Source: an optimization exercise on an open RTL-to-GDS flow (aim: small area and a short achievable clock period). Production flows keep margins and buffers that such runs may drop.
Only simulation tests tie the RTL to the original design; equivalence was not proved.

== v15 ==
==> flow/design.v (excerpt) <==
module top_convolution#(parameter int IMG_SIZE = 5)(
    input clk,
    input rst,
    input [23:0] in,
    input [71:0] FILTER,
    output reg [(IMG_SIZE-2)*(IMG_SIZE-2)*9-1:0] OUT);
    logic [71:0] f;
    always_ff @(posedge clk) f <= FILTER;
    wire [8:0] tp00 = {f[7], f[7:0]};
    wire [8:0] tp01 = {f[15], f[15:8]};
    wire [8:0] tp02 = {f[23], f[23:16]};
    wire [8:0] tp10 = {f[31], f[31:24]};
    wire [8:0] tp11 = {f[39], f[39:32]};
    wire [8:0] tp12 = {f[47], f[47:40]};
    wire [8:0] tp20 = {f[55], f[55:48]};
    wire [8:0] tp21 = {f[63], f[63:56]};
    wire [8:0] tp22 = {f[71], f[71:64]};
    wire [7:0] cs_s, cs_c;
    for (genvar i = 0; i < 8; i++) begin : csa
        conv_fa u (.a(in[16+i]), .b(in[8+i]), .c(in[i]), .s(cs_s[i]), .co(cs_c[i]));
    end
    wire [7:0] pp953 = {cs_s[7] ^ cs_c[6], cs_s[6] ^ cs_c[5], cs_s[5] ^ cs_c[4], cs_s[4] ^ cs_c[3], cs_s[3] ^ cs_c[2], cs_s[2] ^ cs_c[1], cs_s[1] ^ cs_c[0], cs_s[0]};
    wire [7:0] gg954 = {cs_s[7] & cs_c[6], cs_s[6] & cs_c[5], cs_s[5] & cs_c[4], cs_s[4] & cs_c[3], cs_s[3] & cs_c[2], cs_s[2] & cs_c[1], cs_s[1] & cs_c[0], 1'b0};
    wire [8:1] cy955;
    conv_carry_ks u955 (.g(gg954), .p(pp953), .c(cy955));
    wire [8:0] sin = {(cs_c[7]) ^ cy955[8], pp953[7:1] ^ cy955[7:1], pp953[0]};
    logic [8:0] s;
    always_ff @(posedge clk) s <= sin;
    logic [8:0] r0a, r0b, r0c, d0a, d0b, r1a, r1b, r1c, d1a, d1b, r2a, r2b;
    always_ff @(posedge clk) begin
        r0a <= n0a;
        r0b <= n0b;
        r0c <= n0c;
        d0a <= r0c;
  ...
Size: roughly 1400 cells after synthesis, ~16000 sq um of cells after synthesis.
export LEC_CHECK = 0
export CAP_MARGIN = 20
export CORE_MARGIN = 2
export CORE_UTILIZATION = 40
export CTS_BUF_LIST = sky130_fd_sc_hd__clkbuf_4
export SLEW_MARGIN = 20
export SYNTH_HIERARCHICAL = 1
export SYNTH_MINIMUM_KEEP_SIZE = 0
create_clock -name core_clock -period 17.0 [get_ports {clk}]
standard.sh (not shown) runs the stock make flow with config.mk's settings and CLKGATE_MAP_FILE= SYNTH_SCRIPT=/design/flow/synth_recipe.tcl, a recipe that flattens the netlist after the stock synthesis.
==> flow/flow/run.sh <==
#!/bin/bash
# Layout flow: the standard ORFS flow (standard.sh, unchanged synthesis)
# with two settings changed: the port buffers are buf_1 cells instead of the
# default choice, and timing repair aims for 12.5 ns of setup slack.
set -euo pipefail
export BUFFER_PORTS_ARGS="-buffer_cell sky130_fd_sc_hd__buf_1"
export SETUP_SLACK_MARGIN=12.5
bash standard.sh > standard_make.log 2>&1
Input-level comparison between v19 and v15:
- putting CTS_CLUSTER_SIZE at 30 where nothing was set
- putting CTS_CLUSTER_DIAMETER at 60 where nothing was set
- swapping sky130_fd_sc_hd__clkbuf_4 for sky130_fd_sc_hd__clkbuf_16 in CTS_BUF_LIST
--- outcome ---
v19: PASS, flow complete, no timing, DRC or antenna violations
Comparing v19 and v15, the lower clock network area share is on v15.
v19 -> v15: synthesized area delta 0, exact match
There was hardly any difference in area taken by flip-flops and latches between v19 and v15.
Register-to-register slack across v19 and v15: no real change.
Maximum frequency: v19 better than v15
Setup WNS v15 -> v19: better
STATUS final critical delay including setup and external delays: v19 wins against v15
From v15 to v19, mean instance size in the synthesized netlist did not move at all.
Modified inputs, v30 compared to v19
- a change of CTS_BUF_LIST from sky130_fd_sc_hd__clkbuf_16 to sky130_fd_sc_hd__clkbuf_4
- a deleted CTS_CLUSTER_DIAMETER that had been 60
- a deleted CTS_CLUSTER_SIZE that had been 30
-- flow/flow/run.sh --
<<< v19, line 3
# with two settings changed: the port buffers are buf_1 cells instead of the
>>> v30, line 3
# with two settings changed: the port buffers are buf_2 cells instead of the
<<< v19, line 6
export BUFFER_PORTS_ARGS="-buffer_cell sky130_fd_sc_hd__buf_1"
>>> v30, line 6
export BUFFER_PORTS_ARGS="-buffer_cell sky130_fd_sc_hd__buf_2"
## What came out
- v30 completed every stage of the flow, and the final layout passed the timing, DRC and antenna checks.
- v19 has completed all stages; timing, DRC and antenna checks passed.
- Die area came out exactly the same in v19 and v30.
- NOTE non-clock buffer count v19->v30 decreased by a few percent
- Looking at fraction of final layout cells sized beyond drive strength 1, v30 sits above v19.
- v30 vs. v19: H-tree level count climbed 2; final cell count without fillers climbed 3.6%.
Input-level comparison between v28 and v30:
- swapping sky130_fd_sc_hd__clkbuf_4 for sky130_fd_sc_hd__clkbuf_16 in CTS_BUF_LIST
- putting CTS_CLUSTER_SIZE at 30 where nothing was set
- putting CTS_CLUSTER_DIAMETER at 60 where nothing was set
==> flow/run.sh (new file) <==
#!/bin/bash
# synth_recipe.tcl (not shown) runs the flow's synth.tcl, then flattens the netlist and writes it again
# the make line also repeats each setting of config.mk as NAME=value (left out here)
make -C /OpenROAD-flow-scripts/flow DESIGN_CONFIG=/design/flow/config.mk WORK_HOME=/design/flow/orfs CLKGATE_MAP_FILE= SYNTH_SCRIPT=/design/flow/synth_recipe.tcl finish
removed: flow/flow/run.sh
removed: flow/standard.sh
Row relative max-transition margin: v28 higher / v30 lower. v30 → v28: met2 demand-to-capacity share in global routing was more or less identical, met1 usage rose by 0.71 points. Going from v30 to v28, fraction of the cycle the final worst path needs saw an increase; share of the final layout cell area in sequential cells saw a decrease; cell area saw an increase; logic depth of the worst setup path including buffers saw an increase. Time the final worst path needs with I/O delays and setup up 590 ps in v28 wrt v30. Wire length of the first global-routing pass: v28 vs v30 — no meaningful difference. Across v28 and v30, none had a timing, DRC or antenna violation.
Relative to v28, the following input files were edited for v37:
- CTS_CLUSTER_DIAMETER: 60 -> unset
- CTS_BUF_LIST: sky130_fd_sc_hd__clkbuf_16 -> sky130_fd_sc_hd__clkbuf_8
- CTS_CLUSTER_SIZE: 30 -> unset
==> flow/flow/run.sh (new file) <==
#!/bin/bash
# Layout flow: the standard ORFS flow (standard.sh, unchanged synthesis)
# with two settings changed: the port buffers are buf_1 cells instead of the
# default choice, and timing repair aims for 12.5 ns of setup slack.
set -euo pipefail
export BUFFER_PORTS_ARGS="-buffer_cell sky130_fd_sc_hd__buf_1"
export SETUP_SLACK_MARGIN=12.5
bash standard.sh > standard_make.log 2>&1
==> flow/standard.sh (new file) <==
#!/bin/bash
# synth_recipe.tcl (not shown) runs the flow's synth.tcl, then flattens the netlist and writes it again
# the make line also repeats each setting of config.mk as NAME=value (left out here)
make -C /OpenROAD-flow-scripts/flow DESIGN_CONFIG=/design/flow/config.mk WORK_HOME=/design/flow/orfs CLKGATE_MAP_FILE= SYNTH_SCRIPT=/design/flow/synth_recipe.tcl "${@:-finish}"
removed: flow/run.sh
- v37 reached the final stage; the timing, DRC and antenna checks on its layout passed.
- Of v37 and v28, the run reporting the higher number of gates on the worst path with buffers counted was v28.
- As far as area of all sequential standard cells is concerned, v37 and v28 perform about the same.
- Final setup slack of the worst path: v37 better than v28

==> separate check: timing with driven ports <==
The flow's constraints put no driver on any port. The routed layouts listed below were extracted and timed again, unchanged, in two steps.
Step 1: set_driving_cell puts a clkbuf_16 on clk and a buf_2 on each other input, an assumption about the parent block.
Step 2 adds t to the input delays and takes it off the output delays; t is the mean of the earliest and latest rising clock arrival at the registers after step 1. Input paths then give back, and output paths get back, about the clock's delay inside the block.
Slacks: ideal / step 1 / step 2; pairs: ideal / step 1.
run | t (ns) | setup WS [ns] | worst setup path after step 2 | clock arrival spread, ns | worst data-port slew with drivers (ns)
v15 | 0.768 | 12.314 / 12.265 / 11.831 | input to register | 0.052 / 0.051 | 0.08
v19 | 0.615 | 12.485 / 12.434 / 11.894 | input to register | 0.020 / 0.019 | 0.08
v30 | 0.770 | 12.306 / 12.259 / 11.881 | input to register | 0.071 / 0.071 | 0.07
v28 | 0.607 | 11.716 / 11.716 / 11.500 | input to register | 0.026 / 0.026 | 0.08
v37 | 0.628 | 12.474 / 12.427 / 11.866 | input to register | 0.030 / 0.030 | 0.08
After both steps every run listed still meets setup and hold. The setup slack of v37, which loses most, moves by -0.047 ns with the drivers and by -0.608 ns with both steps.
